From an optimization exercise on the open Yosys and OpenROAD flow, aimed at a short achievable clock period and few clock cycles per item; shortcuts taken in it are not production practice.
Only simulation tests tie the RTL to the original design; equivalence was not proved.
Power and IR drop assume default switching activity.

[flow/design.v]
module wisc_pipe (
   imem_addr, dmem_addr, dmem_wdata, dmem_rd, dmem_wr, halt,
   clk, rst, imem_rdata, dmem_rdata, mem_ready
   );
   input clk;
   input rst;
   output [15:0] imem_addr;
   input [15:0]  imem_rdata;
   output [15:0] dmem_addr;
   output [15:0] dmem_wdata;
   output        dmem_rd;
   output        dmem_wr;
   input [15:0]  dmem_rdata;
   input         mem_ready;
   output        halt;
   function [11:0] pdec;
      input [15:0] w;
      reg we, br, ld, st, stu, jreg, hlt, lbi, link;
      reg [2:0] dst;
      reg [4:0] o;
      begin
         o    = w[15:11];
         br   = (o[4:2] == 3'b011);
         ld   = (o == 5'b10001);
         st   = (o == 5'b10000) | (o == 5'b10011);
         stu  = (o == 5'b10011);
         jreg = (o == 5'b00101) | (o == 5'b00111);
         hlt  = (o == 5'b00000);
         lbi  = (o == 5'b11000);
         link = (o == 5'b00110) | (o == 5'b00111);
         we   = 1'b0;
         dst  = w[7:5];
         if ((o[4:2] == 3'b010) | (o[4:2] == 3'b101) | ld) begin
            we = 1'b1; dst = w[7:5];
         end else if ((o == 5'b11001) | (o[4:1] == 4'b1101) | (o[4:2] == 3'b111)) begin
            we = 1'b1; dst = w[4:2];
         end else if (stu | lbi | (o == 5'b10010)) begin
            we = 1'b1; dst = w[10:8];
         end else if (link) begin
            we = 1'b1; dst = 3'd7;
         end
         pdec = {we, dst, br, ld, st, stu, jreg, hlt, lbi, link};
      end
   endfunction
   reg [15:0] pc;
   reg        stopped;           
   reg        halt_q;
   reg        d_v;               
   reg [15:0] d_ir;
   reg [15:0] d_pc2;             
   reg        d_pt;              
   reg        d_we, d_br, d_ld, d_st, d_stu, d_jreg, d_halt, d_lbi, d_link;
   reg [2:0]  d_dst;
   reg [7:0]  d_rs_oh, d_rt_oh;  
   reg        d_fxrs, d_fxrt;    
   reg        d_fwrs, d_fwrt;    
   reg        w_we;              
   reg [2:0]  w_dst;
   reg [15:0] w_val;
   reg        x_v;               
   reg        x_we;
   reg [2:0]  x_dst;
   reg        x_rd, x_wr;
   reg [15:0] x_a, x_b, x_sd, x_addr, x_eval;
   reg        x_early;           
   reg        x_jr;              
   reg [15:0] x_jt;
   reg        x_addt;            
   reg        r_add, r_sub, r_xor, r_andn, r_rol, r_sll, r_ror, r_srl, r_btr,
              r_seq, r_slt, r_sle, r_sco, r_slbi, r_ev, r_ld;
   reg [15:0] rf [0:7];
   wire [15:0] alu_res;
   wire        xeq;
   wp_alu u_alu (.a(x_a), .b(x_b),
                 .r_add(r_add), .r_sub(r_sub), .r_xor(r_xor), .r_andn(r_andn),
                 .r_rol(r_rol), .r_sll(r_sll), .r_ror(r_ror), .r_srl(r_srl),
                 .r_btr(r_btr), .r_seq(r_seq), .r_slt(r_slt), .r_sle(r_sle),
                 .r_sco(r_sco), .r_slbi(r_slbi), .res(alu_res), .eq(xeq));
   wire [15:0] x_res, xa_n, xb_n, xsd_n;
   wire        b_useimm = i_shi | i_xori | i_andni | i_slbi | i_addi | i_subi;
   wire [15:0] b_imm = i_shi ? {12'b0, d_ir[3:0]} :
                       (i_xori | i_andni) ? z5 :
                       i_slbi ? {8'b0, d_ir[7:0]} : s5;
   wp_xnext u_xnext (.alu_res(alu_res), .x_eval(x_eval),
                     .ld_data(dmem_rdata), .r_ev(r_ev), .r_ld(r_ld),
                     .rs_rw(rs_rw), .rt_rw(rt_rw), .fxrs(d_fxrs), .fxrt(d_fxrt),
                     .b_useimm(b_useimm), .b_imm(b_imm),
                     .res(x_res), .a_n(xa_n), .b_n(xb_n), .sd_n(xsd_n));
   wire [15:0] xp = x_a ^ x_b;
   wire [15:0] xo = x_a | x_b;
   wire        xsum_zero = r_sub ? xeq : (~xp[0] & (xp[15:1] == xo[14:0]));
   wire x_mem   = x_rd | x_wr;
   wire stall_x = x_mem & ~mem_ready;
   wire [4:0] op  = d_ir[15:11];
   wire [15:0] s5 = {{11{d_ir[4]}}, d_ir[4:0]};
   wire [15:0] z5 = {11'b0, d_ir[4:0]};
   wire [15:0] s8 = {{8{d_ir[7]}}, d_ir[7:0]};
   wire i_addi  = (op == 5'b01000);
   wire i_subi  = (op == 5'b01001);
   wire i_xori  = (op == 5'b01010);
   wire i_andni = (op == 5'b01011);
   wire i_shi   = (op[4:2] == 3'b101);
   wire i_btr   = (op == 5'b11001);
   wire i_arith = (op == 5'b11011);
   wire i_shr   = (op == 5'b11010);
   wire i_set   = (op[4:2] == 3'b111);
   wire i_slbi  = (op == 5'b10010);
   reg [15:0] rf_rs, rf_rt;
   integer j;
   always @(*) begin
      rf_rs = 16'h0000;
      rf_rt = 16'h0000;
      for (j = 0; j < 8; j = j + 1) begin
         rf_rs = rf_rs | (rf[j] & {16{d_rs_oh[j]}});
         rf_rt = rf_rt | (rf[j] & {16{d_rt_oh[j]}});
      end
   end
   wire [15:0] rs_rw = d_fwrs ? w_val : rf_rs;
   wire [15:0] rt_rw = d_fwrt ? w_val : rf_rt;
   wire [15:0] rsv = d_fxrs ? x_eval : rs_rw;    
   wire rs_late    = d_fxrs & ~x_early;
   wire [15:0] zp_p = rsv ^ s5;
   wire [15:0] zp_o = rsv | s5;
   wire        zp_zero  = i_subi ? (rsv == s5) : (~zp_p[0] & (zp_p[15:1] == zp_o[14:0]));
   wire        zp_valid = d_v & (i_addi | i_subi) & ~rs_late;
   wire br_eqne  = ~op[1];                         
   wire rs_zero  = rs_late ? xsum_zero : (rsv == 16'h0000);
   wire rs_neg   = rsv[15];
   reg  br_taken;
   always @(*) begin
      case (op[1:0])
         2'b00: br_taken = rs_zero;
         2'b01: br_taken = ~rs_zero;
         2'b10: br_taken = rs_neg;
         default: br_taken = ~rs_neg;
      endcase
   end
   wire haz_d = d_v & rs_late &
                (d_ld | d_st | d_jreg | (d_br & ~(br_eqne & x_addt)));
   wire [15:0] agu, jr_tgt;
   wp_adds5 u_agu (.b(rsv), .i(d_ir[4:0]), .s(agu));
   wp_adds8 u_jrt (.b(rsv), .i(d_ir[7:0]), .s(jr_tgt));
   wire [15:0] br_tgt;
   wp_adds8 u_brt (.b(d_pc2), .i(d_ir[7:0]), .s(br_tgt));
   wire        i_j     = (op == 5'b00100) | (op == 5'b00110);    
   wire [16:0] j_sum;
   wp_add16 u_jt (.a(d_pc2), .b({{5{d_ir[10]}}, d_ir[10:0]}), .ci(1'b0), .s(j_sum));
   wire [15:0] j_tgt   = j_sum[15:0];
   wire        br_miss = d_br & (br_taken != d_pt) & (d_ir[7:0] != 8'h00);
   wire        redir_x = x_v & x_jr;
   wire        redir_d = ~redir_x & d_v & i_j & ~d_pt |
                         ~redir_x & d_v & ~rs_late & br_miss |
                         ~redir_x & d_v & rs_late & d_br & br_eqne & x_addt & br_miss;
   wire [15:0] tgt_d   = i_j ? j_tgt : (br_taken ? br_tgt : d_pc2);
   wire hold_d = haz_d | stall_x;
   wire [15:0] iw   = imem_rdata;
   wire [11:0] f_dec = pdec(iw);
   wire [15:0] pc2;
   wire [7:0]  ph, ph_m4, ph_m3, ph_m2, ph_m1, ph_p1, ph_p2, ph_p3, ph_p4;
   wp_pcinc u_pcinc (.pc(pc), .pc2(pc2), .ph_m4(ph_m4), .ph_m3(ph_m3),
                     .ph_m2(ph_m2), .ph_m1(ph_m1), .ph_p1(ph_p1), .ph_p2(ph_p2),
                     .ph_p3(ph_p3), .ph_p4(ph_p4));
   assign ph = pc2[15:8];
   wire        f_br = (iw[15:13] == 3'b011);
   wire        f_j  = (iw[15:13] == 3'b001) & ~iw[11];    
   wire        f_zp = zp_valid & (iw[15:12] == 4'b0110) & (iw[10:8] == d_ir[7:5]);
   wire        f_pt = f_j | (f_br & (f_zp ? (iw[11] ^ zp_zero) : (iw[7] | iw[11])));
   wire [15:0] f_tgt;
   wp_ftgt u_ftgt (.lo(pc2[7:0]), .ph(ph), .ph_p1(ph_p1), .ph_p2(ph_p2),
                   .ph_p3(ph_p3), .ph_p4(ph_p4), .ph_m1(ph_m1), .ph_m2(ph_m2),
                   .ph_m3(ph_m3), .ph_m4(ph_m4), .iw(iw), .tgt(f_tgt));
   wire f_go = ~stopped & ~haz_d & mem_ready;     
   always @(posedge clk) begin
      if (rst) begin
         pc      <= 16'h0000;
         stopped <= 1'b0;
         halt_q  <= 1'b0;
         d_v     <= 1'b0;
         d_fxrs  <= 1'b0;
         d_fxrt  <= 1'b0;
         d_fwrs  <= 1'b0;
         d_fwrt  <= 1'b0;
      end else begin
         if (redir_x)
            pc <= x_jt;
         else if (redir_d)
            pc <= tgt_d;
         else if (f_go)
            pc <= f_pt ? f_tgt : pc2;
         if (redir_x)
            d_v  <= 1'b0;
         else if (~hold_d) begin
            d_v  <= mem_ready & ~redir_d & ~stopped & ~(d_v & d_halt);
            if (d_v & d_halt) begin
               stopped <= 1'b1;
               halt_q  <= 1'b1;
            end
         end
         if (stall_x) begin
            d_fwrs <= 1'b0;
            d_fwrt <= 1'b0;
         end else if (haz_d) begin
            d_fxrs <= 1'b0;
            d_fxrt <= 1'b0;
            d_fwrs <= d_fxrs;
            d_fwrt <= d_fxrt;
         end else begin
            d_fxrs <= d_v & d_we & (d_dst == iw[10:8]);
            d_fxrt <= d_v & d_we & (d_dst == iw[7:5]);
            d_fwrs <= x_v & x_we & (x_dst == iw[10:8]);
            d_fwrt <= x_v & x_we & (x_dst == iw[7:5]);
         end
      end
   end
   always @(posedge clk) begin
      if (~hold_d) begin
         d_ir  <= iw;
         d_pc2 <= pc2;
         d_pt  <= f_pt;
         {d_we, d_dst, d_br, d_ld, d_st, d_stu, d_jreg, d_halt, d_lbi, d_link} <= f_dec;
         d_rs_oh <= 8'b1 << iw[10:8];
         d_rt_oh <= 8'b1 << iw[7:5];
      end
   end
   always @(posedge clk) begin
      if (rst) begin
         x_v  <= 1'b0;
         x_we <= 1'b0;
         x_rd <= 1'b0;
         x_wr <= 1'b0;
         x_early <= 1'b0;
         x_addt <= 1'b0;
         x_jr <= 1'b0;
      end else if (~stall_x) begin
         x_v  <= d_v & ~haz_d & ~redir_x;
         x_we <= d_v & ~haz_d & ~redir_x & d_we;
         x_rd <= d_v & ~haz_d & ~redir_x & d_ld;
         x_wr <= d_v & ~haz_d & ~redir_x & d_st;
         x_jr <= d_v & ~haz_d & ~redir_x & d_jreg;
         x_early <= d_lbi | d_link | d_stu;
         x_addt  <= i_addi | i_subi | i_arith & ~d_ir[1];
      end
   end
   always @(posedge clk) begin
      if (~stall_x) begin
         x_dst  <= d_dst;
         x_addr <= agu;
         x_jt   <= jr_tgt;
         x_eval <= d_stu ? agu : d_lbi ? s8 : d_pc2;
         r_add  <= i_addi | (i_arith & d_ir[1:0] == 2'b00);
         r_sub  <= i_subi | (i_arith & d_ir[1:0] == 2'b01);
         r_xor  <= i_xori | (i_arith & d_ir[1:0] == 2'b10);
         r_andn <= i_andni | (i_arith & d_ir[1:0] == 2'b11);
         r_rol  <= (i_shi & op[1:0] == 2'b00) | (i_shr & d_ir[1:0] == 2'b00);
         r_sll  <= (i_shi & op[1:0] == 2'b01) | (i_shr & d_ir[1:0] == 2'b01);
         r_ror  <= (i_shi & op[1:0] == 2'b10) | (i_shr & d_ir[1:0] == 2'b10);
         r_srl  <= (i_shi & op[1:0] == 2'b11) | (i_shr & d_ir[1:0] == 2'b11);
         r_btr  <= i_btr;
         r_seq  <= i_set & op[1:0] == 2'b00;
         r_slt  <= i_set & op[1:0] == 2'b01;
         r_sle  <= i_set & op[1:0] == 2'b10;
         r_sco  <= i_set & op[1:0] == 2'b11;
         r_slbi <= i_slbi;
         r_ev   <= d_lbi | d_link | d_stu;
         r_ld   <= d_ld;
      end
   end
   always @(posedge clk) begin
      x_a <= xa_n;
      x_b <= xb_n;
   end
   always @(posedge clk) begin
      if (~stall_x & d_st)
         x_sd <= xsd_n;
   end
   always @(posedge clk) begin
      if (rst)
         w_we <= 1'b0;
      else
         w_we <= x_we & ~stall_x;
      w_dst <= x_dst;
      w_val <= x_res;
      if (w_we)
         rf[w_dst] <= w_val;
   end
   assign imem_addr  = pc;
   assign dmem_addr  = x_addr;
   assign dmem_wdata = x_sd;
   assign dmem_rd    = x_rd;
   assign dmem_wr    = x_wr;
   assign halt       = halt_q;
endmodule
module wp_add16 (a, b, ci, s);
   input [15:0] a, b;
   input        ci;
   output [16:0] s;
   assign s = {1'b0, a} + {1'b0, b} + {16'b0, ci};
endmodule
module wp_adds5 (b, i, s);
   input [15:0] b;
   input [4:0]  i;
   output [15:0] s;
   wire [5:0] lo = {1'b0, b[4:0]} + {1'b0, i};
   wire up = lo[5] & ~i[4];
   wire dn = ~lo[5] & i[4];
   wire [10:0] hp = b[15:5] + 11'd1;
   wire [10:0] hm = b[15:5] - 11'd1;
   assign s = {({11{up}} & hp) | ({11{dn}} & hm) | ({11{~up & ~dn}} & b[15:5]),
               lo[4:0]};
endmodule
module wp_adds8 (b, i, s);
   input [15:0] b;
   input [7:0]  i;
   output [15:0] s;
   wire [8:0] lo = {1'b0, b[7:0]} + {1'b0, i};
   wire up = lo[8] & ~i[7];
   wire dn = ~lo[8] & i[7];
   wire [7:0] hp = b[15:8] + 8'd1;
   wire [7:0] hm = b[15:8] - 8'd1;
   assign s = {({8{up}} & hp) | ({8{dn}} & hm) | ({8{~up & ~dn}} & b[15:8]),
               lo[7:0]};
endmodule
module wp_btgt (lo, hi, hip, him, i, s);
   input [7:0] lo, hi, hip, him, i;
   output [15:0] s;
   wire [8:0] l = {1'b0, lo} + {1'b0, i};
   wire up = l[8] & ~i[7];
   wire dn = ~l[8] & i[7];
   assign s = {({8{up}} & hip) | ({8{dn}} & him) | ({8{~up & ~dn}} & hi), l[7:0]};
endmodule
module wp_alu (a, b, r_add, r_sub, r_xor, r_andn, r_rol, r_sll, r_ror, r_srl,
               r_btr, r_seq, r_slt, r_sle, r_sco, r_slbi, res, eq);
   input [15:0] a, b;
   input r_add, r_sub, r_xor, r_andn, r_rol, r_sll, r_ror, r_srl,
         r_btr, r_seq, r_slt, r_sle, r_sco, r_slbi;
   output [15:0] res;
   output eq;
   wire [16:0] xs_add, xs_dif_c, xs_sub_c;
   wp_add16 u_xadd (.a(a), .b(b),  .ci(1'b0), .s(xs_add));
   wp_add16 u_xdif (.a(a), .b(~b), .ci(1'b1), .s(xs_dif_c));
   wp_add16 u_xsub (.a(a), .b(~b), .ci(1'b0), .s(xs_sub_c));
   wire [15:0] xs_dif = xs_dif_c[15:0];
   wire [15:0] xs_sub = ~xs_sub_c[15:0];
   assign eq = (a == b);
   wire        xlt  = (a[15] ^ b[15]) ? a[15] : xs_dif[15];
   wire [15:0] misc;
   wp_misc u_misc (.a(a), .b(b), .r_xor(r_xor), .r_andn(r_andn), .r_rol(r_rol),
                   .r_sll(r_sll), .r_ror(r_ror), .r_srl(r_srl), .r_btr(r_btr),
                   .r_slbi(r_slbi), .res(misc));
   assign res = misc
      | ({16{r_add}}  & xs_add[15:0])
      | ({16{r_sub}}  & xs_sub)
      | {15'b0, (r_seq & eq) | (r_slt & xlt) | (r_sle & (xlt | eq)) |
                (r_sco & xs_add[16])};
endmodule
module wp_xnext (alu_res, x_eval, ld_data, r_ev, r_ld,
                 rs_rw, rt_rw, fxrs, fxrt, b_useimm, b_imm,
                 res, a_n, b_n, sd_n);
   input [15:0] alu_res, x_eval, ld_data, rs_rw, rt_rw, b_imm;
   input r_ev, r_ld, fxrs, fxrt, b_useimm;
   output [15:0] res, a_n, b_n, sd_n;
   assign res = alu_res | ({16{r_ev}} & x_eval) |
                ({16{r_ld}} & ld_data);
   assign a_n  = fxrs ? res : rs_rw;
   assign sd_n = fxrt ? res : rt_rw;
   assign b_n  = b_useimm ? b_imm : sd_n;
endmodule
module wp_ftgt (lo, ph, ph_p1, ph_p2, ph_p3, ph_p4, ph_m1, ph_m2, ph_m3, ph_m4,
                iw, tgt);
   input [7:0] lo, ph, ph_p1, ph_p2, ph_p3, ph_p4, ph_m1, ph_m2, ph_m3, ph_m4;
   input [15:0] iw;
   output [15:0] tgt;
   wire        f_j  = (iw[15:13] == 3'b001) & ~iw[11];
   wire [8:0]  l    = {1'b0, lo} + {1'b0, iw[7:0]};
   reg  [7:0]  hj0, hj1;
   always @(*) begin
      case (iw[10:8])
         3'd0: begin hj0 = ph;    hj1 = ph_p1; end
         3'd1: begin hj0 = ph_p1; hj1 = ph_p2; end
         3'd2: begin hj0 = ph_p2; hj1 = ph_p3; end
         3'd3: begin hj0 = ph_p3; hj1 = ph_p4; end
         3'd4: begin hj0 = ph_m4; hj1 = ph_m3; end
         3'd5: begin hj0 = ph_m3; hj1 = ph_m2; end
         3'd6: begin hj0 = ph_m2; hj1 = ph_m1; end
         default: begin hj0 = ph_m1; hj1 = ph; end
      endcase
   end
   wire [7:0]  hb0 = iw[7] ? ph_m1 : ph;
   wire [7:0]  hb1 = iw[7] ? ph : ph_p1;
   wire [7:0]  hi0 = f_j ? hj0 : hb0;
   wire [7:0]  hi1 = f_j ? hj1 : hb1;
   assign tgt = {l[8] ? hi1 : hi0, l[7:0]};
endmodule
module wp_misc (a, b, r_xor, r_andn, r_rol, r_sll, r_ror, r_srl, r_btr, r_slbi,
                res);
   input [15:0] a, b;
   input r_xor, r_andn, r_rol, r_sll, r_ror, r_srl, r_btr, r_slbi;
   output [15:0] res;
   wire [3:0]  xsh  = b[3:0];
   wire [31:0] rol2 = {a, a} << xsh;
   wire [31:0] ror2 = {a, a} >> xsh;
   reg  [15:0] xbtr;
   integer     k;
   always @(*) for (k = 0; k < 16; k = k + 1) xbtr[k] = a[15-k];
   assign res =
        ({16{r_xor}}  & (a ^ b))
      | ({16{r_andn}} & (a & ~b))
      | ({16{r_rol}}  & rol2[31:16])
      | ({16{r_sll}}  & (a << xsh))
      | ({16{r_ror}}  & ror2[15:0])
      | ({16{r_srl}}  & (a >> xsh))
      | ({16{r_btr}}  & xbtr)
      | ({16{r_slbi}} & {a[7:0], b[7:0]});
endmodule
module wp_pcinc (pc, pc2, ph_m4, ph_m3, ph_m2, ph_m1, ph_p1, ph_p2, ph_p3, ph_p4);
   input [15:0] pc;
   output [15:0] pc2;
   output [7:0] ph_m4, ph_m3, ph_m2, ph_m1, ph_p1, ph_p2, ph_p3, ph_p4;
   assign pc2 = pc + 16'd2;
   wire [7:0] ph = pc2[15:8];
   assign ph_m4 = ph - 8'd4;
   assign ph_m3 = ph - 8'd3;
   assign ph_m2 = ph - 8'd2;
   assign ph_m1 = ph - 8'd1;
   assign ph_p1 = ph + 8'd1;
   assign ph_p2 = ph + 8'd2;
   assign ph_p3 = ph + 8'd3;
   assign ph_p4 = ph + 8'd4;
endmodule
[flow/flow/run.sh]
#!/bin/bash
# The standard layout (standard.sh), with knobs changed for a faster
# layout; the SDC is unchanged:
#  - synthesis maps adders with ABC like the rest of the logic instead of
#    extracting full/half-adder cells (ADDER_MAP_FILE empty); registers are
#    the standard synthesis's;
#  - the port buffers are buf_4 cells (the default choice is a weak
#    delay buffer, slow on the output paths).
set -euo pipefail
bash standard.sh ADDER_MAP_FILE= SETUP_SLACK_MARGIN=7 TNS_END_PERCENT=100 \
  "BUFFER_PORTS_ARGS=-buffer_cell sky130_fd_sc_hd__buf_4" finish > standard_finish.log 2>&1
[flow/standard.sh]
#!/bin/bash
# synth_recipe.tcl (not shown) runs the flow's synth.tcl, then flattens the netlist and writes it again
# the make line also repeats each setting of config.mk as NAME=value (left out here)
make -C /OpenROAD-flow-scripts/flow DESIGN_CONFIG=/design/flow/config.mk WORK_HOME=/design/flow/orfs CLKGATE_MAP_FILE= SYNTH_SCRIPT=/design/flow/synth_recipe.tcl "${@:-finish}"
[flow/config.mk]
export PLATFORM = sky130hd
export DESIGN_NAME = wisc_pipe
export DESIGN_NICKNAME = wisc_pipe
export VERILOG_FILES = /design/flow/design.v
export SDC_FILE = /design/flow/constraint.sdc
export NUM_CORES = 4
export LEC_CHECK = 0
export CAP_MARGIN = 20
export CORE_MARGIN = 2
export CORE_UTILIZATION = 55
export SLEW_MARGIN = 20
export SYNTH_HIERARCHICAL = 1
[flow/constraint.sdc]
create_clock -name core_clock -period 10.0 [get_ports {clk}]
set_input_delay 2.0000 -clock core_clock [delete_from_list [all_inputs] [get_ports {clk}]]
set_output_delay 2.0000 -clock core_clock [all_outputs]
set_load 0.01 [all_outputs]
==> run summary, run 1 <==
Final Hold Fails=0; core footprint=50,000 um^2; RePlAce Congestion=0.968; Comb power frac=41.1%; leakage power=12.7 nW; port buffer count=85; die area=52,300 um^2; Internal Power=3.66 mW; critical path data required time=10.48 ns; final setup margin=6.23 ns; Area Overhead vs Synth=26.0%; wirelength, routed=109 mm; DRC=0; max reg flops=128; CTS Sinks=353; Min-Delay Startpoint=x_dst[0]; total grt overflow=0; # hold bufs at CTS=0; largest register by flop count=rf; average cell area after synthesis=9.26 um^2; Worst EP arrival=4.25 ns; CTS tree=done; clk root buf=clkbuf_16; Finish-stage setup viols=0; critical-path maximum fanout=7; Initial Util=55.6%; deepest clock path buffer count=3; Vert. Die Dim=229 um; Ports=86; Finished Core Util=70.0%; # fillers=3,795; DP Worst Slack=4.76 ns; worst path cell trace=buf_12 > a22oi_2 > nand4_1 > a2bb2oi_1 > buf_4 > a2111oi_4 > nand4_1 > o41ai_4 > buf_6 > o31ai_4 > buf_12 > buf_12 > o211ai_1 > o2111ai_1 > a211oi_2; dpl cell area=28,600 um^2; area taken by multi-input logic gates=18,600 um^2; dpl hpwl=67.4 mm; antenna violation net count after detailed routing=0; Global Route Usage Sum=39.3%; Die Wd=229 um; WL per Instance=27.8 um; power share of the clock group=24.1%; Setup crit end kind=register; worst r2r src=d_rs_oh[0]; Vias=27,300; Num CTS Buffers=39; Crit path top cell by count=buf_12; largest net degree at the start of global routing=74; Worst-path clk slew=0.06 ns; worst skew pair latency=0.60 ns; Switching Power=2.26 mW; worst-margin pin slew=1.13 ns; Peak VDD IR=0.131 mV; DR iter-0 viols=3,454; vias per cell=7.00; slowest CP cell=edfxtp_1; f_max=265 MHz; H-tree lvl count=2; Mapped Cells=2,998; Cell Area, Synth=27,800 um^2; PD cells=169 nW/um^2; Seq pwr share=34.8%; kind of critical path=reg2reg; final period utilization=37.7%; critical path launch point type=register; Tmin final=3.77 ns; router iterations before antenna repair=7; initial antenna violation count=2; Max Cap Viol=0; Hold Path Class=reg2reg; RSZ-0062 raised after global routing=true; slowest stage delay, CP=0.46 ns; Slew headroom=24.2%; global-route wire length before repair=158 mm; vias in the first global route=25,300; design area=35,000 um^2; register area=9910 um^2; Diodes inserted=0; Final Slew Violations=0; layout cells sized above 1=32.5%; YS warnings=9; row count=82; outcome=timing/DRC/antenna clean; setup TNS=0 ns; Worst Setup SP=d_rs_oh[0]; Sw Ratio=38.1%; Worst Skew=0.0381 ns; Final #Nets=3,239
[routing by layer]
metal / GRT usage [%] / routed length (um)
met2: 62.4 / 49400
met4: 17.9 / 6080
met5: 0 / 33
met1: 52.1 / 41300
met3: 7.56 / 12000
[final timing paths]
kind / end / slack [ns] / depth (start not counted)
worst max-delay path: pc[5] / 6.23 / 15
worst min-delay path: w_dst[0] / 0.46 / 0
worst max register to register: pc[5] / 6.23 / 15
worst min register to register: w_dst[0] / 0.46 / 0
[critical path, delay by kind of cell (launching register included)]
| family | cells | cell delay (ns) |
|---|---|---|
| AOI/OAI and AO/OA | 8 | 1.93 |
| buffers and inverters | 5 | 0.82 |
| DFF | 1 | 0.46 |
| and+or+nand+nor | 2 | 0.43 |
[metrics by stage]
step	hold WS, ns	power [mW]	cells
2_1_floorplan	0.407	3.28	3002
3_3_place_gp	0.449	3.77	3566
3_5_place_dp	0.451	3.80	3566
4_1_cts	0.455	5.64	3846
5_1_grt	0.473	6.12	3907
6_report	0.464	5.92	3907
[timing repair]
item / 4_1_cts / 5_1_grt
gates resized for setup: 446 / 179
buffers inserted: 197 / 57
cloned: 11 / 3
pin swaps: 157 / 107
endpoints found under the setup margin: 286 / 193
[layout by cell type, fill, tap and decap left out, types with 21 or more instances in the layout]
cell type	count
edfxtp_1	272
nor2_1	271
buf_4	233
nand2_1	220
xnor2_1	176
a22oi_1	120
o21ai_0	115
buf_6	105
a21oi_1	102
xor2_1	89
inv_1	65
mux2_2	55
nand3_1	55
mux2i_1	49
nor3_1	48
o211ai_1	47
a21oi_2	44
nand4_1	42
dfxtp_1	42
clkbuf_16	41
o21ai_2	32
nor2b_1	32
a211o_1	32
nand2b_1	30
mux4_2	30
buf_12	30
dfxtp_4	29
a31oi_1	27
xnor2_2	27
a221oi_1	26
nand3b_1	22
and3_1	21
nor4_1	21
[power groups by stage]
stage	combinational (mW)	sequential (mW)	clock (mW)
floorplan	1.33	1.95	0
global placement	1.67	2.10	0
detailed placement	1.69	2.11	0
CTS	2.18	2.04	1.42
global route	2.56	2.07	1.49
finish	2.43	2.06	1.43
[layout make-up]
cell class	count	share of cell area (%)
clock buffers	59	3.23
clock inverters	13	0.354
multi-input cells	2329	53.2
well taps	672	2.40
flip-flops and latches	353	28.3
repair buffers	393	11.5
inverters	87	1.03
repair inverters	1	0.0215
Testbench counts, summed over its fixed seeds: cycles 41,729, instrs 39,926.
==> inputs of run 2 (changes only) <==
--- a/flow/flow/run.sh
+++ b/flow/flow/run.sh
@@ -7,5 +7,5 @@
 #  - the port buffers are buf_4 cells (the default choice is a weak
 #    delay buffer, slow on the output paths).
 set -euo pipefail
-bash standard.sh ADDER_MAP_FILE= SETUP_SLACK_MARGIN=7 TNS_END_PERCENT=100 \
+bash standard.sh ADDER_MAP_FILE= SETUP_SLACK_MARGIN=9 TNS_END_PERCENT=100 \
   "BUFFER_PORTS_ARGS=-buffer_cell sky130_fd_sc_hd__buf_4" finish > standard_finish.log 2>&1
--- a/flow/config.mk
+++ b/flow/config.mk
@@ -7,6 +7,6 @@
 export LEC_CHECK = 0
 export CAP_MARGIN = 20
 export CORE_MARGIN = 2
-export CORE_UTILIZATION = 55
+export CORE_UTILIZATION = 40
 export SLEW_MARGIN = 20
 export SYNTH_HIERARCHICAL = 1
==> run 2 against run 1 <==
  * Still clean on timing, DRC and antenna
  * First-iteration DRC count up 2.9%
  * Sequential power about the same
  * Worst hold slack gained 0.013 ns
  * Critical path type unchanged
==> run summary, run 2 <==
area taken by multi-input logic gates=20,000 um^2 (+7.5%); Switching Power=2.36 mW (+4.6%); Num CTS Buffers=41 (+5.1%); Area Overhead vs Synth=43.4%; Initial Util=40.4% (-15 points); register area=9920 um^2 (about the same); cell family with most CP delay=compound AO/OA/AOI/OAI gates; PD cells=157 nW/um^2 (-7.2%); Tmin final=3.69 ns (-0.0854 ns); Internal Power=3.89 mW (+6.1%); total grt overflow=0 (unchanged); worst skew pair latency=0.59 ns (about the same); Max Cap Viol=0 (unchanged); global-route wire length before repair=169 mm (+7.1%); critical-path maximum fanout=26 (+19); Vias=28,300 (+3.7%); row count=96 (+17%); Hold Path Class=reg2reg; # hold bufs at CTS=0 (unchanged); Vert. Die Dim=267 um (+17%); Final #Nets=3,448 (+6.5%); most frequent cells in the layout=buf_4, edfxtp_1, nor2_1, nand2_1, buf_6; RePlAce Congestion=0.952 (-1.6%); core footprint=68,700 um^2 (+38%); CTS Sinks=353 (unchanged); most common cell after layout, fill and taps aside=buf_4; DRC=0 (unchanged); antenna violation net count after detailed routing=0 (unchanged); dpl hpwl=68.6 mm (+1.8%); Sw Ratio=37.8% (-0.33 points); setup TNS=0 ns (unchanged); slowest stage delay, CP=0.53 ns (+0.07 ns); Global Route Usage Sum=31.1% (-8.2 points); Worst-path clk slew=0.06 ns (about the same); wirelength, routed=118 mm (+8.3%); WL per Instance=26.9 um (-3.3%); die area=71,500 um^2 (+37%); kind of critical path=reg2reg; worst-margin pin slew=1.02 ns (-0.107 ns); Final Hold Fails=0 (unchanged); RSZ-0062 raised after global routing=true; worst path bufs/invs=6 (+1); final period utilization=36.9% (-0.85 points); CTS tree=done; deepest clock path buffer count=3 (unchanged); power share of the clock group=24.2% (about the same); largest register by flop count=rf; # fillers=5,587 (+47%); Finish-stage setup viols=0 (unchanged); worst path cell trace=buf_12 > or4_1 > a221oi_2 > nand4b_1 > nor4_4 > buf_4 > o21ai_1 > o41ai_4 > buf_4 > o31ai_4 > buf_4 > buf_12 > buf_16 > o211ai_1 > o2111ai_2 > a211oi_2; Final Slew Violations=0 (unchanged); Comb power frac=42.8% (+1.7 points); Mapped Cells=2,998 (unchanged); largest net degree at the start of global routing=74 (unchanged); YS warnings=9 (unchanged); vias per cell=6.48 (-7.4%); leakage power=14.6 nW (+16%); Setup crit end kind=register; clk root buf=clkbuf_16; port buffer count=85 (unchanged); Peak VDD IR=0.123 mV (-5.8%); initial antenna violation count=2 (unchanged); H-tree lvl count=2 (unchanged); critical path launch point type=register; router iterations before antenna repair=9 (+2); critical path data required time=10.49 ns (about the same); Crit path top cell by count=buf_4; Die Wd=267 um (+17%); Worst Skew=0.0250 ns (-0.0131 ns); Worst EP arrival=4.18 ns (-0.07 ns); Slew headroom=31.6% (+7.4 points); Finished Core Util=57.9% (-12 points); final setup margin=6.31 ns (+0.0854 ns); slowest CP cell=or4_1; DR iter-0 viols=3,555 (+2.9%); Diodes inserted=0 (unchanged); outcome=timing/DRC/antenna clean; Seq pwr share=33.0% (-1.8 points); average cell area after synthesis=9.26 um^2 (unchanged); DP Worst Slack=4.93 ns (+0.165 ns); layout cells sized above 1=41.2% (+8.7 points); Ports=86 (unchanged); Cell Area, Synth=27,800 um^2 (unchanged); vias in the first global route=26,600 (+5.1%); f_max=271 MHz (+2.3%); max reg flops=128 (unchanged)
==> run 2: power groups by stage <==
stage / clock (mW) / combinational (mW) / sequential [mW]
5_1_grt: 1.57 / 2.81 / 2.07
3_3_place_gp: 0 / 1.73 / 2.10
4_1_cts: 1.51 / 2.39 / 2.04
3_5_place_dp: 0 / 1.76 / 2.11
2_1_floorplan: 0 / 1.39 / 1.96
6_report: 1.51 / 2.68 / 2.06
==> run 2: repair_timing <==
| action | CTS | global route |
|---|---|---|
| endpoints found under the setup margin | 539 | 540 |
| gates cloned | 39 | 8 |
| hold endpoints to repair | 0 | 0 |
| buffers inserted | 319 | 115 |
| gates resized for setup | 639 | 217 |
| pin swaps | 218 | 165 |
==> run 2: area by class of cell <==
class	instances	share of cell area (%)
clock buffers	57	2.88
flip-flops and latches	353	24.9
inverters	87	0.940
clock inverters	19	0.453
multi-input cells	2331	50.3
repair buffers	599	17.6
well taps	931	2.93
==> run 2: routing by layer <==
metal  vias up  GRT usage [%]  wire length (um)
li1      12200              -                 -
met3       345           5.31             11400
met2      1807           50.3             54600
met4         2           13.7              6370
met5         -              0                13
met1     14000           40.7             45400
==> run 2: path summary, 6_finish.rpt <==
path	slack (ns)	start	endpoint	cells after the start
hold / removal	0.48	x_addt	x_addt	2
setup / recovery	6.31	x_b[1]	pc[5]	16
hold reg to reg	0.48	x_addt	x_addt	2
setup reg to reg	6.31	x_b[1]	pc[5]	16
==> run 2: per-stage QoR <==
step / instances / hold WS (ns) / cell area (um^2) / power (mW)
2_1_floorplan: 3002 / 0.407 / 29200 / 3.35
4_1_cts: 4254 / 0.467 / 37600 / 5.94
6_report: 4377 / 0.477 / 39800 / 6.25
5_1_grt: 4377 / 0.508 / 39800 / 6.46
3_5_place_dp: 3820 / 0.454 / 29700 / 3.87
3_3_place_gp: 3820 / 0.446 / 29700 / 3.84
==> run 2: worst min-delay path, cell delays in order (launching register included) <==
cell     delay, ns
dfxtp_1       0.32
nand2_1       0.06
a21oi_1       0.05
==> inputs of run 3 (changes only) <==
--- a/flow/design.v
+++ b/flow/design.v
@@ -63,11 +63,9 @@
    reg        x_rd, x_wr;
    reg [15:0] x_a, x_b, x_sd, x_addr, x_eval;
    reg        x_early;           
-   reg        x_jr;              
-   reg [15:0] x_jt;
    reg        x_addt;            
    reg        r_add, r_sub, r_xor, r_andn, r_rol, r_sll, r_ror, r_srl, r_btr,
-              r_seq, r_slt, r_sle, r_sco, r_slbi, r_ev, r_ld;
+              r_seq, r_slt, r_sle, r_sco, r_slbi, r_ev, r_stu, r_ld;
    reg [15:0] rf [0:7];
    wire [15:0] alu_res;
    wire        xeq;
@@ -81,8 +79,8 @@
    wire [15:0] b_imm = i_shi ? {12'b0, d_ir[3:0]} :
                        (i_xori | i_andni) ? z5 :
                        i_slbi ? {8'b0, d_ir[7:0]} : s5;
-   wp_xnext u_xnext (.alu_res(alu_res), .x_eval(x_eval),
-                     .ld_data(dmem_rdata), .r_ev(r_ev), .r_ld(r_ld),
+   wp_xnext u_xnext (.alu_res(alu_res), .x_eval(x_eval), .x_addr(x_addr),
+                     .ld_data(dmem_rdata), .r_ev(r_ev), .r_stu(r_stu), .r_ld(r_ld),
                      .rs_rw(rs_rw), .rt_rw(rt_rw), .fxrs(d_fxrs), .fxrt(d_fxrt),
                      .b_useimm(b_useimm), .b_imm(b_imm),
                      .res(x_res), .a_n(xa_n), .b_n(xb_n), .sd_n(xsd_n));
@@ -117,12 +115,9 @@
    end
    wire [15:0] rs_rw = d_fwrs ? w_val : rf_rs;
    wire [15:0] rt_rw = d_fwrt ? w_val : rf_rt;
-   wire [15:0] rsv = d_fxrs ? x_eval : rs_rw;    
+   wire [15:0] x_early_val = r_stu ? x_addr : x_eval;
+   wire [15:0] rsv = d_fxrs ? x_early_val : rs_rw;    
    wire rs_late    = d_fxrs & ~x_early;
-   wire [15:0] zp_p = rsv ^ s5;
-   wire [15:0] zp_o = rsv | s5;
-   wire        zp_zero  = i_subi ? (rsv == s5) : (~zp_p[0] & (zp_p[15:1] == zp_o[14:0]));
-   wire        zp_valid = d_v & (i_addi | i_subi) & ~rs_late;
    wire br_eqne  = ~op[1];                         
    wire rs_zero  = rs_late ? xsum_zero : (rsv == 16'h0000);
    wire rs_neg   = rsv[15];
@@ -139,7 +134,23 @@
                 (d_ld | d_st | d_jreg | (d_br & ~(br_eqne & x_addt)));
    wire [15:0] agu, jr_tgt;
    wp_adds5 u_agu (.b(rsv), .i(d_ir[4:0]), .s(agu));
-   wp_adds8 u_jrt (.b(rsv), .i(d_ir[7:0]), .s(jr_tgt));
+   wire [15:0] jr_q [0:9];
+   genvar gq;
+   generate
+      for (gq = 0; gq < 8; gq = gq + 1) begin : g_jr
+         wp_adds8 u_jr (.b(rf[gq]), .i(d_ir[7:0]), .s(jr_q[gq]));
+      end
+   endgenerate
+   wp_adds8 u_jr_x (.b(x_early_val), .i(d_ir[7:0]), .s(jr_q[8]));
+   wp_adds8 u_jr_w (.b(w_val),       .i(d_ir[7:0]), .s(jr_q[9]));
+   reg  [15:0] jr_rf;
+   integer q;
+   always @(*) begin
+      jr_rf = 16'h0000;
+      for (q = 0; q < 8; q = q + 1)
+         jr_rf = jr_rf | (jr_q[q] & {16{d_rs_oh[q]}});
+   end
+   assign jr_tgt = d_fxrs ? jr_q[8] : d_fwrs ? jr_q[9] : jr_rf;
    wire [15:0] br_tgt;
    wp_adds8 u_brt (.b(d_pc2), .i(d_ir[7:0]), .s(br_tgt));
    wire        i_j     = (op == 5'b00100) | (op == 5'b00110);    
@@ -147,11 +158,10 @@
    wp_add16 u_jt (.a(d_pc2), .b({{5{d_ir[10]}}, d_ir[10:0]}), .ci(1'b0), .s(j_sum));
    wire [15:0] j_tgt   = j_sum[15:0];
    wire        br_miss = d_br & (br_taken != d_pt) & (d_ir[7:0] != 8'h00);
-   wire        redir_x = x_v & x_jr;
-   wire        redir_d = ~redir_x & d_v & i_j & ~d_pt |
-                         ~redir_x & d_v & ~rs_late & br_miss |
-                         ~redir_x & d_v & rs_late & d_br & br_eqne & x_addt & br_miss;
-   wire [15:0] tgt_d   = i_j ? j_tgt : (br_taken ? br_tgt : d_pc2);
+   wire        redir_d = d_v & i_j & ~d_pt |
+                         d_v & ~rs_late & (br_miss | d_jreg) |
+                         d_v & rs_late & d_br & br_eqne & x_addt & br_miss;
+   wire [15:0] tgt_d   = d_jreg ? jr_tgt : i_j ? j_tgt : (br_taken ? br_tgt : d_pc2);
    wire hold_d = haz_d | stall_x;
    wire [15:0] iw   = imem_rdata;
    wire [11:0] f_dec = pdec(iw);
@@ -163,8 +173,7 @@
    assign ph = pc2[15:8];
    wire        f_br = (iw[15:13] == 3'b011);
    wire        f_j  = (iw[15:13] == 3'b001) & ~iw[11];    
-   wire        f_zp = zp_valid & (iw[15:12] == 4'b0110) & (iw[10:8] == d_ir[7:5]);
-   wire        f_pt = f_j | (f_br & (f_zp ? (iw[11] ^ zp_zero) : (iw[7] | iw[11])));
+   wire        f_pt = f_j | (f_br & (iw[7] | iw[11]));
    wire [15:0] f_tgt;
    wp_ftgt u_ftgt (.lo(pc2[7:0]), .ph(ph), .ph_p1(ph_p1), .ph_p2(ph_p2),
                    .ph_p3(ph_p3), .ph_p4(ph_p4), .ph_m1(ph_m1), .ph_m2(ph_m2),
@@ -181,15 +190,11 @@
          d_fwrs  <= 1'b0;
          d_fwrt  <= 1'b0;
       end else begin
-         if (redir_x)
-            pc <= x_jt;
-         else if (redir_d)
+         if (redir_d)
             pc <= tgt_d;
          else if (f_go)
             pc <= f_pt ? f_tgt : pc2;
-         if (redir_x)
-            d_v  <= 1'b0;
-         else if (~hold_d) begin
+         if (~hold_d) begin
             d_v  <= mem_ready & ~redir_d & ~stopped & ~(d_v & d_halt);
             if (d_v & d_halt) begin
                stopped <= 1'b1;
@@ -230,13 +235,11 @@
          x_wr <= 1'b0;
          x_early <= 1'b0;
          x_addt <= 1'b0;
-         x_jr <= 1'b0;
       end else if (~stall_x) begin
-         x_v  <= d_v & ~haz_d & ~redir_x;
-         x_we <= d_v & ~haz_d & ~redir_x & d_we;
-         x_rd <= d_v & ~haz_d & ~redir_x & d_ld;
-         x_wr <= d_v & ~haz_d & ~redir_x & d_st;
-         x_jr <= d_v & ~haz_d & ~redir_x & d_jreg;
+         x_v  <= d_v & ~haz_d;
+         x_we <= d_v & ~haz_d & d_we;
+         x_rd <= d_v & ~haz_d & d_ld;
+         x_wr <= d_v & ~haz_d & d_st;
          x_early <= d_lbi | d_link | d_stu;
          x_addt  <= i_addi | i_subi | i_arith & ~d_ir[1];
       end
@@ -245,8 +248,7 @@
       if (~stall_x) begin
          x_dst  <= d_dst;
          x_addr <= agu;
-         x_jt   <= jr_tgt;
-         x_eval <= d_stu ? agu : d_lbi ? s8 : d_pc2;
+         x_eval <= d_lbi ? s8 : d_pc2;
          r_add  <= i_addi | (i_arith & d_ir[1:0] == 2'b00);
          r_sub  <= i_subi | (i_arith & d_ir[1:0] == 2'b01);
          r_xor  <= i_xori | (i_arith & d_ir[1:0] == 2'b10);
@@ -261,7 +263,8 @@
          r_sle  <= i_set & op[1:0] == 2'b10;
          r_sco  <= i_set & op[1:0] == 2'b11;
          r_slbi <= i_slbi;
-         r_ev   <= d_lbi | d_link | d_stu;
+         r_ev   <= d_lbi | d_link;
+         r_stu  <= d_stu;
          r_ld   <= d_ld;
       end
    end
@@ -353,13 +356,13 @@
       | {15'b0, (r_seq & eq) | (r_slt & xlt) | (r_sle & (xlt | eq)) |
                 (r_sco & xs_add[16])};
 endmodule
-module wp_xnext (alu_res, x_eval, ld_data, r_ev, r_ld,
+module wp_xnext (alu_res, x_eval, x_addr, ld_data, r_ev, r_stu, r_ld,
                  rs_rw, rt_rw, fxrs, fxrt, b_useimm, b_imm,
                  res, a_n, b_n, sd_n);
-   input [15:0] alu_res, x_eval, ld_data, rs_rw, rt_rw, b_imm;
-   input r_ev, r_ld, fxrs, fxrt, b_useimm;
+   input [15:0] alu_res, x_eval, x_addr, ld_data, rs_rw, rt_rw, b_imm;
+   input r_ev, r_stu, r_ld, fxrs, fxrt, b_useimm;
    output [15:0] res, a_n, b_n, sd_n;
-   assign res = alu_res | ({16{r_ev}} & x_eval) |
+   assign res = alu_res | ({16{r_ev}} & x_eval) | ({16{r_stu}} & x_addr) |
                 ({16{r_ld}} & ld_data);
    assign a_n  = fxrs ? res : rs_rw;
    assign sd_n = fxrt ? res : rt_rw;
--- a/flow/flow/run.sh
+++ b/flow/flow/run.sh
@@ -7,5 +7,5 @@
 #  - the port buffers are buf_4 cells (the default choice is a weak
 #    delay buffer, slow on the output paths).
 set -euo pipefail
-bash standard.sh ADDER_MAP_FILE= SETUP_SLACK_MARGIN=9 TNS_END_PERCENT=100 \
+bash standard.sh ADDER_MAP_FILE= SETUP_SLACK_MARGIN=7 TNS_END_PERCENT=100 \
   "BUFFER_PORTS_ARGS=-buffer_cell sky130_fd_sc_hd__buf_4" finish > standard_finish.log 2>&1
==> run 3 against run 2 <==
  * Synthesized area grew 21%
  * Sequential share of layout area is 2.4 points lower
  * Via count up 16%
  * Count of clock-buffer cells in the layout is 6 lower
  * First-iteration DRC count increased by 31%
  * Utilization decreased by 7.8 points
  * Clock power rose by 8%
  * Critical path type unchanged
==> run summary, run 3 <==
outcome=timing/DRC/antenna clean; kind of critical path=reg2reg; Hold Path Class=reg2reg; antenna violation net count after detailed routing=0 (unchanged); hold slack final=0.447 ns (-0.0300 ns); max reg flops=128 (unchanged); core footprint=83,300 um^2 (+21%); RePlAce Congestion=0.980 (+2.9%); largest net degree at the start of global routing=64 (-14%); total grt overflow=0 (unchanged); hold-critical path endpoint=w_dst[2]; Tmin final=3.65 ns (-0.0424 ns); Mapped Cells=3,726 (+24%); port buffer count=85 (unchanged); Slew headroom=21.5% (-10 points); Area Overhead vs Synth=24.9%; DRC=0 (unchanged); router iterations before antenna repair=9 (unchanged); Initial Util=40.2% (-0.24 points); Ports=86 (unchanged); Worst EP arrival=4.15 ns (-0.03 ns); most frequent cells in the layout=xnor2_1, edfxtp_1, nand2_1, nor2_1, a22oi_1; row count=106 (+10%); worst r2r src=d_ir[7]; RSZ-0062 raised after global routing=true; Final #Nets=3,950 (+15%); layout cells sized above 1=28.5% (-13 points); die area=86,000 um^2 (+20%); global-route wire length before repair=197 mm (+16%); initial antenna violation count=1 (-1); Peak VDD IR=0.102 mV (-17%); r2r setup slk=6.35 ns (+0.04 ns); wirelength, routed=134 mm (+13%); placed cells=4,686 (+23%); DR iter-0 viols=4,662 (+31%); Finish-stage setup viols=0 (unchanged); clk root buf=clkbuf_16; critical path launch point type=register; critical-path maximum fanout=26 (unchanged); leakage power=15.2 nW (+3.5%); Global Route Usage Sum=29.7% (-1.3 points); Max Cap Viol=0 (unchanged); Diodes inserted=0 (unchanged); dpl hpwl=83.6 mm (+22%); final period utilization=36.5% (-0.42 points); PD cells=150 nW/um^2 (-4.5%); YS warnings=9 (unchanged); deepest clock path buffer count=3 (unchanged); Min-Delay Startpoint=x_dst[2]; WL per Instance=26.6 um (-1.2%); Num CTS Buffers=40 (-2.4%); CTS Sinks=337 (-4.5%); most common cell after layout, fill and taps aside=xnor2_1; # hold bufs at CTS=0 (unchanged); f_max=274 MHz (+1.2%); Comb power frac=43.1% (+0.3 points); power share of the clock group=26.0% (+1.8 points); Internal Power=3.87 mW (-0.39%); H-tree lvl count=2 (unchanged); Setup crit end kind=register; Final Non-Filler Cells=5,025 (+15%); vias per cell=6.52 (+0.71%); average cell area after synthesis=8.98 um^2 (-3.0%); Seq pwr share=30.9% (-2.1 points); worst-margin pin slew=1.17 ns (+0.143 ns); Reg-to-Reg End=pc[9]; Worst-path clk slew=0.07 ns (about the same); hold path depth=0 (-2); Cell Area, Synth=33,500 um^2 (+21%); Final Slew Violations=0 (unchanged); Switching Power=2.39 mW (+1.3%); largest register by flop count=rf; setup TNS=0 ns (unchanged); vias in the first global route=30,200 (+13%); Worst Skew=0.0454 ns (+0.0204 ns); CTS tree=done; Final Hold Fails=0 (unchanged); Vert. Die Dim=293 um (+9.6%); FF-to-FF path depth=14 (-2); Finished Core Util=50.2% (-7.8 points); critical path data required time=10.51 ns (+0.02 ns); Die Wd=293 um (+9.6%); Vias=32,800 (+16%); worst skew pair latency=0.60 ns (about the same); Sw Ratio=38.2% (+0.40 points)
[run 3: cell type report]
| class | instances | area (um^2) |
|---|---|---|
| multi-input cells | 3003 | 24000 |
| inverters | 123 | 489 |
| fillers | 7635 | 41500 |
| flip-flops and latches | 337 | 9420 |
| clock buffers | 51 | 1080 |
| well taps | 1080 | 1350 |
| clock inverters | 21 | 333 |
| repair buffers | 410 | 5060 |
[run 3: critical path, stage by stage, from the launching register on]
cell and delay, ns:
edfxtp_1 0.37, buf_12 0.22, buf_16 0.20, xor2_1 0.22
or3b_1 0.42, o21ai_4 0.17, buf_12 0.15, mux2i_1 0.25
xnor2_1 0.16, a22oi_1 0.11, nand4_1 0.16, mux2i_1 0.16
o21ai_1 0.45, a2bb2oi_1 0.17, a221oi_2 0.30
[run 3: worst max-delay path by stage]
stage / from / end / slack, ns / depth (start not counted)
2_1_floorplan: d_ir[2] / pc[13] / 5.87 / 12
3_3_place_gp: d_fxrs / pc[1] / 5.12 / 10
3_5_place_dp: d_fxrs / pc[3] / 5.05 / 10
4_1_cts: imem_rdata[5] / pc[14] / 6.42 / 12
5_1_grt: imem_rdata[2] / pc[13] / 6.25 / 12
6_report: d_ir[7] / pc[9] / 6.35 / 14
[run 3: layer usage]
| layer | vias up | global-route usage, % | wire length (um) |
|---|---|---|---|
| li1 | 14500 | - | - |
| met1 | 15900 | 40.8 | 54800 |
| met2 | 2003 | 45.7 | 58700 |
| met3 | 443 | 5.14 | 13200 |
| met4 | 0 | 13.4 | 7000 |
| met5 | - | 0 | 0 |
[run 3: power groups by stage]
stage	Combinational, mW	Clock [mW]	Sequential [mW]
final	2.70	1.63	1.94
after global routing	2.83	1.70	1.95
after CTS	2.47	1.64	1.93
after detailed placement	1.97	0	1.95
after global placement	1.95	0	1.95
after floorplan	1.46	0	1.87
[run 3: timing repair]
action | CTS | global route
gates cloned | 37 | 2
pin swaps | 127 | 110
gates resized for setup | 487 | 180
endpoints found under the setup margin | 163 | 158
setup buffers | 178 | 50
[run 3: through the flow]
stage	instance area [um^2]	power (mW)	setup slack, ns
finish	41800	6.26	6.35
global route	41800	6.47	6.25
CTS	40500	6.04	6.42
detailed placement	34600	3.92	5.05
global placement	34600	3.90	5.12
floorplan	33600	3.33	5.87
Testbench counts of run 3, summed over its fixed seeds: cycles 42,736, instrs 39,926.
==> inputs of run 4 (changes only) <==
--- a/flow/design.v
+++ b/flow/design.v
@@ -118,6 +118,10 @@
    wire [15:0] x_early_val = r_stu ? x_addr : x_eval;
    wire [15:0] rsv = d_fxrs ? x_early_val : rs_rw;    
    wire rs_late    = d_fxrs & ~x_early;
+   wire [15:0] zp_p = rsv ^ s5;
+   wire [15:0] zp_o = rsv | s5;
+   wire        zp_zero  = i_subi ? (rsv == s5) : (~zp_p[0] & (zp_p[15:1] == zp_o[14:0]));
+   wire        zp_valid = d_v & (i_addi | i_subi) & ~rs_late;
    wire br_eqne  = ~op[1];                         
    wire rs_zero  = rs_late ? xsum_zero : (rsv == 16'h0000);
    wire rs_neg   = rsv[15];
@@ -173,7 +177,8 @@
    assign ph = pc2[15:8];
    wire        f_br = (iw[15:13] == 3'b011);
    wire        f_j  = (iw[15:13] == 3'b001) & ~iw[11];    
-   wire        f_pt = f_j | (f_br & (iw[7] | iw[11]));
+   wire        f_zp = zp_valid & (iw[15:12] == 4'b0110) & (iw[10:8] == d_ir[7:5]);
+   wire        f_pt = f_j | (f_br & (f_zp ? (iw[11] ^ zp_zero) : (iw[7] | iw[11])));
    wire [15:0] f_tgt;
    wp_ftgt u_ftgt (.lo(pc2[7:0]), .ph(ph), .ph_p1(ph_p1), .ph_p2(ph_p2),
                    .ph_p3(ph_p3), .ph_p4(ph_p4), .ph_m1(ph_m1), .ph_m2(ph_m2),
==> run 4 against run 3 <==
  * Worst hold slack gained 0.0026 ns
  * Global-route usage grew 0.53 points
  * Worst setup slack lost 0.36 ns
  * Via count grew 3.3%
  * Sequential share of layout area shrank 0.53 points
  * Synthesized cell count grew 1.6%
  * Cell count grew 2.8%
  * Count of clock-buffer cells in the layout shrank 1
  * Sequential power grew 4%
  * Flip-flop and latch count is the same
  * Die area is essentially flat
  * Utilization grew 1.2 points
  * Critical path type unchanged
==> run summary, run 4 <==
router iterations before antenna repair=10 (+1); total grt overflow=0 (unchanged); PD cells=153 nW/um^2 (+2.0%); Final Hold Fails=0 (unchanged); Worst-path clk slew=0.06 ns (about the same); Vias=33,800 (+3.3%); leakage power=15.6 nW (+2.6%); RePlAce Congestion=0.950 (-3.0%); worst skew pair latency=0.59 ns (about the same); Worst EP arrival=4.48 ns (+0.33 ns); Mapped Cells=3,784 (+1.6%); Hold Path Class=reg2reg; Setup crit end kind=register; Die Wd=293 um (about the same); Slew headroom=25.4% (+3.8 points); max reg flops=128 (unchanged); most common cell after layout, fill and taps aside=xnor2_1; design area=42,800 um^2 (+2.5%); Num CTS Buffers=39 (-2.5%); H-tree lvl count=2 (unchanged); Finish-stage setup viols=0 (unchanged); critical-path maximum fanout=6 (-77%); CTS Sinks=337 (unchanged); largest net degree at the start of global routing=87 (+36%); DR iter-0 viols=4,166 (-11%); Final Slew Violations=0 (unchanged); # hold bufs at CTS=0 (unchanged); Cell Area, Synth=33,500 um^2 (about the same); placed cells=4,740 (+1.2%); Final #Nets=4,092 (+3.6%); final period utilization=40.1% (+3.6 points); worst-margin pin slew=1.12 ns (-0.0468 ns); Worst Skew=0.0262 ns (-0.0192 ns); YS warnings=9 (unchanged); WL per Instance=27.0 um (+1.4%); Max Cap Viol=0 (unchanged); layout cells sized above 1=30.3% (+1.7 points); antenna violation net count after detailed routing=0 (unchanged); largest register by flop count=rf; global-route wire length before repair=199 mm (+1.2%); initial antenna violation count=2 (+1); CTS tree=done; setup TNS=0 ns (unchanged); outcome=timing/DRC/antenna clean; Area Overhead vs Synth=27.9%; DRC=0 (unchanged); deepest clock path buffer count=3 (unchanged); most frequent cells in the layout=xnor2_1, buf_4, nand2_1, edfxtp_1, nor2_1; die area=86,000 um^2 (about the same); row count=106 (unchanged); kind of critical path=reg2reg; port buffer count=85 (unchanged); core footprint=83,300 um^2 (unchanged); critical path launch point type=register; dpl cell area=34,600 um^2 (about the same); Initial Util=40.2% (about the same); critical path data required time=10.47 ns (-0.04 ns); Final Non-Filler Cells=5,166 (+2.8%); Ports=86 (unchanged); vias in the first global route=30,600 (+1.4%); average cell area after synthesis=8.85 um^2 (-1.5%); Vert. Die Dim=293 um (about the same); RSZ-0062 raised after global routing=true; vias per cell=6.55 (+0.44%); Global Route Usage Sum=30.3% (+0.53 points); dpl hpwl=87.4 mm (+4.6%); clk root buf=clkbuf_16; Finished Core Util=51.4% (+1.2 points); wirelength, routed=139 mm (+4.2%); Tmin final=4.01 ns (+0.364 ns); Peak VDD IR=0.119 mV (+17%); f_max=249 MHz (-9.1%)
## run 4: layout make-up
| class | count | area, um^2 |
|---|---|---|
| Antenna cell | 1 | 2.50 |
| Clock buffer | 50 | 1070 |
| Clock inverter | 19 | 299 |
| Fill cell | 7455 | 40500 |
| Inverter | 135 | 534 |
| Multi-Input combinational cell | 3043 | 24300 |
| Sequential cell | 337 | 9430 |
| Tap cell | 1080 | 1350 |
| Timing Repair Buffer | 501 | 5870 |
## run 4: stage by stage
stage	hold slack [ns]	total power [mW]	setup WS (ns)
after global routing	0.476	6.78	5.86
after global placement	0.436	4.15	4.99
after CTS	0.450	6.21	6.20
after floorplan	0.407	3.50	5.70
after detailed placement	0.435	4.16	4.91
final	0.450	6.55	5.99
## run 4: power by group
part	internal [mW]	leakage [nW]	switching, mW
Clock	0.940	0.661	0.624
Sequential	1.68	3.28	0.325
Combinational	1.37	11.6	1.61
## run 4: routing by layer
layer | wire, um | global-route usage, % | vias up
li1 | - | - | 14900
met1 | 54300 | 39.5 | 16300
met2 | 62200 | 47.5 | 2153
met3 | 13300 | 5.23 | 526
met4 | 9380 | 16.8 | 4
met5 | 23 | 0 | -
## run 4: timing repair
action                                  CTS  global route
endpoints found under the setup margin  232           160
gates resized for setup                 465           271
pin swaps                               156           166
cloned                                   27            10
setup buffers                           196           123
## run 4: worst max-delay path, stage by stage (launching register included)
cell and delay (ns):
edfxtp_1 0.43, buf_12 0.18, buf_16 0.14, a221o_2 0.42, buf_6 0.13, o211ai_1 0.09
nand4_2 0.14, maj3_2 0.35, maj3_2 0.30, xor2_1 0.14, a22oi_1 0.19, nand4_1 0.32
mux2i_2 0.37, o211ai_1 0.18, o21ai_1 0.20, a211oi_2 0.10, o21ai_1 0.14, a31oi_1 0.05
## run 4: final timing paths
check / cells past startpoint / from / to / slack (ns)
setup / recovery: 17 / d_ir[2] / pc[7] / 5.99
hold / removal: 0 / d_stu / r_stu / 0.45
setup reg to reg: 17 / d_ir[2] / pc[7] / 5.99
hold reg to reg: 0 / d_stu / r_stu / 0.45
Testbench counts of run 4, summed over its fixed seeds: cycles 41,283, instrs 39,926.

-- what the ideal ports hide --
In the flow no input, the clock included, has a driving cell. The finished layouts below were timed again as built, in two steps. Step 1, drivers: a clkbuf_16 drives clk and a buf_2 each remaining input, both assumed. Step 2 adds t to the input delays and takes it off the output delays; t is the mean of the earliest and latest rising clock arrival at the registers after step 1. Input paths then give back, and output paths get back, about the clock's delay inside the block. Three values: no drivers, after step 1, after step 2; two values: the first two.
run	t, ns	setup WS [ns]	clock arrival spread, ns
run 1	0.643	6.226 / 6.226 / 5.758	0.039 / 0.039
run 2	0.639	6.312 / 6.312 / 5.725	0.025 / 0.025
run 3	0.636	6.354 / 6.354 / 5.728	0.045 / 0.046
run 4	0.639	5.990 / 5.990 / 5.674	0.027 / 0.028
After both steps setup and hold are still met in every run listed. The setup slack of run 3, which loses most, moves by 0.000 ns with the drivers and by -0.626 ns with both steps.
